What follows belongs to an exercise in optimizing a design on an open flow for small area; a production flow would make more cautious choices. Only simulation tests tie the RTL to the original design; equivalence was not proved. No driver is modelled on the clock port, so clocking that relies on it looks cheaper here than on a real chip. No activity file was given, so power comes from the tool's default toggle rates.

alpha:
// ctrl_microondas
module ctrl_microondas
(
  input start,
  input stop,
  input pause,
  input porta,
  input mais,
  input menos,
  input potencia,
  input [1:0] min_mode,
  input sec_mode,
  input reset,
  input clock,
  output [7:0] an,
  output [7:0] dec_cat,
  output [2:0] potencia_rgb
);
  wire start_ed, pause_ed, stop_ed, mais_ed, menos_ed;
  wire t_pause_ed, done_ed;
  reg [1:0] EA;
  reg [1:0] sel_potencia;
  reg porta_pause;
  reg t_start_ed, t_stop_ed;    
  reg [6:0] min, sec;
  edge_detector startf (.clock(clock), .reset(reset), .din(start), .rising(start_ed));
  edge_detector pausef (.clock(clock), .reset(reset), .din(pause), .rising(pause_ed));
  edge_detector stopf (.clock(clock), .reset(reset), .din(stop), .rising(stop_ed));
  edge_detector menosf (.clock(clock), .reset(reset), .din(menos), .rising(menos_ed));
  edge_detector maisf (.clock(clock), .reset(reset), .din(mais), .rising(mais_ed));
  edge_detector tpausef (.clock(clock), .reset(reset), .din(porta_pause), .rising(t_pause_ed));
  timer timepp (.clock(clock), .reset(reset), .start(t_start_ed), .pause(t_pause_ed), .stop(t_stop_ed),
                .min(min), .sec(sec),
                .done(done_ed), .an(an), .dec_cat(dec_cat));
  always @(posedge clock or posedge reset)
    if (reset) begin
  ...
Size in the first run: ~760 cells after synthesis, ~170 flip-flops, ~31 I/O pins.
Settings: LEC_CHECK=0, CAP_MARGIN=20, CORE_MARGIN=2, CORE_UTILIZATION=40, CTS_BUF_LIST=sky130_fd_sc_hd__clkbuf_4 sky130_fd_sc_hd__clkbuf_8, CTS_CLUSTER_DIAMETER=60, CTS_CLUSTER_SIZE=40, SLEW_MARGIN=20; clock period 10.0 ns.
run.sh (not shown) runs the stock make flow with config.mk's settings and CLKGATE_MAP_FILE= SYNTH_SCRIPT=/design/flow/synth_recipe.tcl, a recipe that flattens the netlist after the stock synthesis.
### alpha -> beta
Settings: a deleted CTS_CLUSTER_SIZE that had been 40; a deleted CTS_BUF_LIST that had been sky130_fd_sc_hd__clkbuf_4 sky130_fd_sc_hd__clkbuf_8; a deleted CTS_CLUSTER_DIAMETER that had been 60.
==> flow/flow/run.sh (new file) <==
#!/bin/bash
# Own layout flow: the standard ORFS flow with
#  - synthesis: the standard synthesis script, but an area-oriented ABC script
#    for the combinational logic and no separate adder extraction (registers
#    come from the same dfflibmap step, so they keep their names and cells);
#  - port buffers of the smallest buffer cell;
#  - clock tree without dummy loads, from small clock buffers.
# Each tool's full output goes to a log of its own under logs/.
set -euo pipefail
W=$(pwd)
mkdir -p logs
F=$W/flow

# synthesis script: synth_recipe.tcl with synth.tcl's ABC script swapped
sed -e "s|^source \$::env(SCRIPTS_DIR)/synth_preamble.tcl\$|source \$::env(SCRIPTS_DIR)/synth_preamble.tcl\nset abc_args [lreplace \$abc_args 1 1 $F/area.abc]|" \
  "$FLOW_HOME/scripts/synth.tcl" > "$W/synth_own.tcl"
grep -q "area.abc" "$W/synth_own.tcl"
sed -e "s|^source \$::env(SCRIPTS_DIR)/synth.tcl\$|source $W/synth_own.tcl|" "$W/synth_recipe.tcl" > "$W/own_synth.tcl"
grep -q "synth_own.tcl" "$W/own_synth.tcl"

make -C "$FLOW_HOME" DESIGN_CONFIG="$W/config.mk" WORK_HOME="$W/orfs" CLKGATE_MAP_FILE= \
  SYNTH_SCRIPT="$W/own_synth.tcl" ADDER_MAP_FILE= \
  BUFFER_PORTS_ARGS="-buffer_cell sky130_fd_sc_hd__buf_1" \
  CTS_ARGS="$(cat $F/cts_args.txt)" \
  finish > logs/make_finish.log 2>&1

R=$W/orfs/results/sky130hd/ctrl_microondas/base
: # left out here: write the final layout as DEF
==> flow/flow/area.abc (new file) <==
strash
dch -f
map -a
mfs2
strash
dch -f
map -a
topo
==> flow/flow/cts_args.txt (new file) <==
-sink_clustering_enable -repair_clock_nets -dont_use_dummy_load -buf_list {sky130_fd_sc_hd__clkbuf_4 sky130_fd_sc_hd__clkbuf_8}
==> flow/standard.sh (new file) <==
#!/bin/bash
# synth_recipe.tcl (not shown) runs the flow's synth.tcl, then flattens the netlist and writes it again
# the make line also repeats each setting of config.mk as NAME=value (left out here)
make -C /OpenROAD-flow-scripts/flow DESIGN_CONFIG=/design/flow/config.mk WORK_HOME=/design/flow/orfs CLKGATE_MAP_FILE= SYNTH_SCRIPT=/design/flow/synth_recipe.tcl "${@:-finish}"
removed: flow/run.sh
Findings:
Wire length on met1 of beta is on par with alpha. beta has synthesized area below what alpha had. Relative slew slack was higher in alpha than in beta.

* * *

Setup of run a:
Another version of the RTL of ctrl_microondas (not shown whole).
For scale: about 170 flip-flops, ~6400 µm² of cells after synthesis.
// ctrl_microondas
module ctrl_microondas
(
  input start,
  input stop,
  input pause,
  input porta,
  input mais,
  input menos,
  input potencia,
  input [1:0] min_mode,
  input sec_mode,
  input reset,
  input clock,
  output [7:0] an,
  output [7:0] dec_cat,
  output [2:0] potencia_rgb
);
Settings: LEC_CHECK=0, CAP_MARGIN=20, CORE_MARGIN=2, CORE_UTILIZATION=40, SLEW_MARGIN=20; clock period 10.0 ns.
standard.sh (not shown) runs the stock make flow with config.mk's settings and CLKGATE_MAP_FILE= SYNTH_SCRIPT=/design/flow/synth_recipe.tcl, a recipe that flattens the netlist after the stock synthesis.
==> flow/flow/run.sh <==
#!/bin/bash
# Own layout flow: the standard ORFS flow with
#  - synthesis: the standard synthesis script, but an area-oriented ABC script
#    for the combinational logic and no separate adder extraction (registers
#    come from the same dfflibmap step, so they keep their names and cells);
#  - port buffers of the smallest buffer cell;
#  - a clock tree built by hand (clock_tree.tcl, run before CTS): a root
#    buffer and one leaf buffer per group of nearby registers.
# Each tool's full output goes to a log of its own under logs/.
set -euo pipefail
W=$(pwd)
mkdir -p logs
F=$W/flow

# synthesis script: synth_recipe.tcl with synth.tcl's ABC script swapped
sed -e "s|^source \$::env(SCRIPTS_DIR)/synth_preamble.tcl\$|source \$::env(SCRIPTS_DIR)/synth_preamble.tcl\nset abc_args [lreplace \$abc_args 1 1 $F/area.abc]|" \
  "$FLOW_HOME/scripts/synth.tcl" > "$W/synth_own.tcl"
grep -q "area.abc" "$W/synth_own.tcl"
sed -e "s|^source \$::env(SCRIPTS_DIR)/synth.tcl\$|source $W/synth_own.tcl|" "$W/synth_recipe.tcl" > "$W/own_synth.tcl"
grep -q "synth_own.tcl" "$W/own_synth.tcl"

make -C "$FLOW_HOME" DESIGN_CONFIG="$W/config.mk" WORK_HOME="$W/orfs" CLKGATE_MAP_FILE= \
  SYNTH_SCRIPT="$W/own_synth.tcl" ADDER_MAP_FILE= \
  BUFFER_PORTS_ARGS="-buffer_cell sky130_fd_sc_hd__buf_1" \
  PRE_CTS_TCL="$F/clock_tree.tcl" \
  CTS_ARGS="$(cat $F/cts_args.txt)" \
  finish > logs/make_finish.log 2>&1

R=$W/orfs/results/sky130hd/ctrl_microondas/base
: # left out here: write the final layout as DEF
==> flow/flow/clock_tree.tcl <==
# Builds the clock tree by hand before clock_tree_synthesis runs: the
# registers are split into 4 x 3 groups of nearby registers (columns by x,
# then rows by y), and each group gets one clock buffer placed at its
# centre, driven from one root buffer. That root buffer, between the
# port and these buffers is the port's only load; clock_tree_synthesis is
# told to leave these nets alone.
set ngroup_x 4
set ngroup_y 3
set bufcell sky130_fd_sc_hd__clkbuf_8
set rootcell sky130_fd_sc_hd__clkbuf_8
set block [ord::get_db_block]
set clknet [$block findNet clock]
set sinks {}
foreach it [$clknet getITerms] {
  set inst [$it getInst]
  set bb [$inst getBBox]
  lappend sinks [list $it [expr {([$bb xMin] + [$bb xMax]) / 2}] [expr {([$bb yMin] + [$bb yMax]) / 2}]]
}
proc split_list {l n} {
  set out {}
  set len [llength $l]
  for {set i 0} {$i < $n} {incr i} {
    lappend out [lrange $l [expr {$i * $len / $n}] [expr {($i + 1) * $len / $n - 1}]]
  }
  return $out
}
set groups {}
foreach col [split_list [lsort -integer -index 1 $sinks] $ngroup_x] {
  foreach g [split_list [lsort -integer -index 2 $col] $ngroup_y] {
    lappend groups $g
  }
}
set master [[ord::get_db] findMaster $bufcell]
# the root buffer, at the centre of the registers, is the clock port's only load
set sx 0; set sy 0
foreach s $sinks { incr sx [lindex $s 1]; incr sy [lindex $s 2] }
set root [odb::dbInst_create $block [[ord::get_db] findMaster $rootcell] clkbuf_own_root]
set rootnet [odb::dbNet_create $block clknet_own_root]
$rootnet setSigType CLOCK
[$root findITerm A] connect $clknet
[$root findITerm X] connect $rootnet
$root setLocation [expr {$sx / [llength $sinks]}] [expr {$sy / [llength $sinks]}]
$root setPlacementStatus PLACED
set skip [list clock clknet_own_root]
set k 0
foreach g $groups {
  set sx 0; set sy 0
  foreach s $g { incr sx [lindex $s 1]; incr sy [lindex $s 2] }
  set cx [expr {$sx / [llength $g]}]
  set cy [expr {$sy / [llength $g]}]
  set bi [odb::dbInst_create $block $master clkbuf_own_$k]
  set n [odb::dbNet_create $block clknet_own_$k]
  $n setSigType CLOCK
  foreach s $g {
    set it [lindex $s 0]
    $it disconnect
    $it connect $n
  }
  [$bi findITerm A] connect $rootnet
  lappend skip clknet_own_$k
  [$bi findITerm X] connect $n
  $bi setLocation $cx $cy
  $bi setPlacementStatus PLACED
  puts "clock group $k: [llength $g] registers, buffer at $cx $cy"
  incr k
}
# clock_tree_synthesis leaves these nets as they are
set_cts_config -skip_nets $skip
Other scripts of this flow, unchanged in this note and not shown: flow/flow/area.abc, flow/flow/cts_args.txt
Run a ended with every stage complete and zero timing, DRC or antenna violations.
diff inputs: run a => run b
diff --git a/flow/flow/clock_tree.tcl b/flow/flow/clock_tree.tcl
--- a/flow/flow/clock_tree.tcl
+++ b/flow/flow/clock_tree.tcl
@@ -1,9 +1,9 @@
 # Builds the clock tree by hand before clock_tree_synthesis runs: the
-# registers are split into 4 x 3 groups of nearby registers (columns by x,
+# registers are split into 3 x 3 groups of nearby registers (columns by x,
 # then rows by y), and each group gets one clock buffer placed at its
 # centre, driven from one root buffer. That root buffer, between the
 # port and these buffers is the port's only load; clock_tree_synthesis is
 # told to leave these nets alone.
-set ngroup_x 4
+set ngroup_x 3
 set ngroup_y 3
 set bufcell sky130_fd_sc_hd__clkbuf_8
### Flow results
The global-route wire length before repair on run b is in line with that on run a.
Diff run b..run a | largest stage delay on the critical path | negligible
Run b ended with more number of iterations in the first detailed-routing pass than run a.

* * *

== indigo ==
Another version of the RTL of ctrl_microondas (not shown whole).
For scale: about 760 cells after synthesis, roughly 170 flip-flops, roughly 31 I/O pins, ~6500 sq um of cells after synthesis.
export LEC_CHECK = 0
export CAP_MARGIN = 20
export CORE_MARGIN = 2
export CORE_UTILIZATION = 40
export SLEW_MARGIN = 20
create_clock -name core_clock -period 10.0 [get_ports {clock}]
==> flow/flow/area.abc <==
strash
dc2
dch -f
amap
mfs2
strash
dc2
dch -f
amap
topo
==> flow/flow/clock_tree.tcl <==
# Builds the clock tree by hand before clock_tree_synthesis runs: the
# registers are split into 4 x 3 groups of nearby registers (columns by x,
# then rows by y), and each group gets one clock buffer placed at its
# centre, driven from one root buffer. That root buffer, between the
# port and these buffers is the port's only load; clock_tree_synthesis is
# told to leave these nets alone.
set ngroup_x 4
set ngroup_y 3
set bufcell sky130_fd_sc_hd__clkbuf_8
set rootcell sky130_fd_sc_hd__clkbuf_8
set block [ord::get_db_block]
set clknet [$block findNet clock]
set sinks {}
foreach it [$clknet getITerms] {
  set inst [$it getInst]
  set bb [$inst getBBox]
  lappend sinks [list $it [expr {([$bb xMin] + [$bb xMax]) / 2}] [expr {([$bb yMin] + [$bb yMax]) / 2}]]
}
proc split_list {l n} {
  set out {}
  set len [llength $l]
  for {set i 0} {$i < $n} {incr i} {
    lappend out [lrange $l [expr {$i * $len / $n}] [expr {($i + 1) * $len / $n - 1}]]
  }
  return $out
}
set groups {}
foreach col [split_list [lsort -integer -index 1 $sinks] $ngroup_x] {
  foreach g [split_list [lsort -integer -index 2 $col] $ngroup_y] {
    lappend groups $g
  }
}
set master [[ord::get_db] findMaster $bufcell]
# the root buffer, at the centre of the registers, is the clock port's only load
set sx 0; set sy 0
foreach s $sinks { incr sx [lindex $s 1]; incr sy [lindex $s 2] }
set root [odb::dbInst_create $block [[ord::get_db] findMaster $rootcell] clkbuf_own_root]
set rootnet [odb::dbNet_create $block clknet_own_root]
$rootnet setSigType CLOCK
[$root findITerm A] connect $clknet
[$root findITerm X] connect $rootnet
$root setLocation [expr {$sx / [llength $sinks]}] [expr {$sy / [llength $sinks]}]
$root setPlacementStatus PLACED
set skip [list clock clknet_own_root]
set k 0
foreach g $groups {
  set sx 0; set sy 0
  foreach s $g { incr sx [lindex $s 1]; incr sy [lindex $s 2] }
  set cx [expr {$sx / [llength $g]}]
  set cy [expr {$sy / [llength $g]}]
  set bi [odb::dbInst_create $block $master clkbuf_own_$k]
  set n [odb::dbNet_create $block clknet_own_$k]
  $n setSigType CLOCK
  foreach s $g {
    set it [lindex $s 0]
    $it disconnect
    $it connect $n
  }
  [$bi findITerm A] connect $rootnet
  lappend skip clknet_own_$k
  [$bi findITerm X] connect $n
  $bi setLocation $cx $cy
  $bi setPlacementStatus PLACED
  puts "clock group $k: [llength $g] registers, buffer at $cx $cy"
  incr k
}
# clock_tree_synthesis leaves these nets as they are
set_cts_config -skip_nets $skip
Scripts as last shown in full above: flow/flow/run.sh
Other scripts of this flow, unchanged in this note and not shown: flow/flow/cts_args.txt
indigo has completed all stages; timing, DRC and antenna checks passed.
Here is what was changed in the inputs of fjord compared with indigo.
==> flow/flow/area.abc <==
strash
dc2
dch -f
amap -F 4 -A 8
mfs2
strash
dc2
dch -f
amap -F 4 -A 8
topo
--- a/flow/flow/clock_tree.tcl
+++ b/flow/flow/clock_tree.tcl
@@ -2 +2 @@
-# registers are split into 4 x 3 groups of nearby registers (columns by x,
+# registers are split into 3 x 3 groups of nearby registers (columns by x,
@@ -7 +7 @@
-set ngroup_x 4
+set ngroup_x 3
## What came out
- fjord closes out successfully: all stages finished, all timing, DRC and antenna checks passed.
- Delta (fjord minus indigo): number of iterations in the first detailed-routing pass now sits higher; length of routed wiring on met1 higher.
- Measured against each other, indigo and fjord differ in all-layer global routing usage, the lower figure coming from indigo.
- Where clock power is concerned, indigo is outperformed by fjord.
- fjord vs indigo — met3 routed wirelength rose about 13%.
- Placed cell count, indigo and fjord: lower on fjord
- Share of cell area taken by flip-flops and latches, indigo and fjord, lower one = indigo.
- Of fjord and indigo, it is fjord that has the higher slew at the pin closest to its max-slew limit.
- The leakage power of fjord was superior to that of indigo.
- Compared with indigo, fjord shows a shortest clock period the worst path allows after layout that is 0.092 ns lower.
Inputs modified between fjord and zinc:
--- a/flow/flow/clock_tree.tcl
+++ b/flow/flow/clock_tree.tcl
@@ -2 +2 @@
-# registers are split into 3 x 3 groups of nearby registers (columns by x,
+# registers are split into 4 x 3 groups of nearby registers (columns by x,
@@ -7 +7 @@
-set ngroup_x 3
+set ngroup_x 4
[summary]
- Number of vias per cell after detailed routing, zinc and fjord: higher on zinc
- On wire length of the first global-routing pass, zinc and fjord are basically level.
- Looking only at share of cells above drive strength 1, and setting everything else aside, the lower value of zinc and fjord goes to fjord.
- zinc vs fjord, upper clock frequency limit went up by about 0.35%.
- Relative to fjord, the final cell area reported for zinc is higher.
- zinc vs fjord on clock share of power: zinc is the higher one.
- Between zinc and fjord, the combinational group share of total power is higher for fjord.
- Worst-case clock skew essentially unchanged between fjord and zinc.
- Setup slack in zinc is larger than in fjord.
- Diff zinc and fjord: clock-pin slew on the worst setup and hold paths higher in fjord
- Routed wire in zinc totals less than in fjord.

## afterwards: timing with drivers on the ports
How much do the figures lean on ideal ports? The routed layouts below were timed once more, with nothing changed but the port constraints. Step 1 assumes that a clkbuf_16 drives the clock port and a buf_2 every other input. Step 2, shift: input delay + t, output delay - t, t = (earliest + latest rising clock arrival at the registers) / 2. This alone moves slack from input paths to output paths. Three values: ideal, step 1, step 2; two values: the first two.
run | shift t [ns] | slack for setup (ns) | worst setup path at the end
alpha | 0.488 | 5.188 / 5.205 / 4.717 | input to register
beta | 0.462 | 5.648 / 5.663 / 5.202 | input to register
run a | 0.462 | 5.382 / 5.397 / 4.936 | input to register
run b | 0.444 | 5.358 / 5.369 / 4.925 | input to register
indigo | 0.468 | 5.186 / 5.203 / 4.735 | input to register
fjord | 0.447 | 5.278 / 5.292 / 4.845 | input to register
zinc | 0.468 | 5.295 / 5.308 / 4.841 | input to register
After both steps every run listed still meets setup and hold. The setup slack of alpha, which loses most, moves by +0.017 ns with the drivers and by -0.471 ns with both steps.
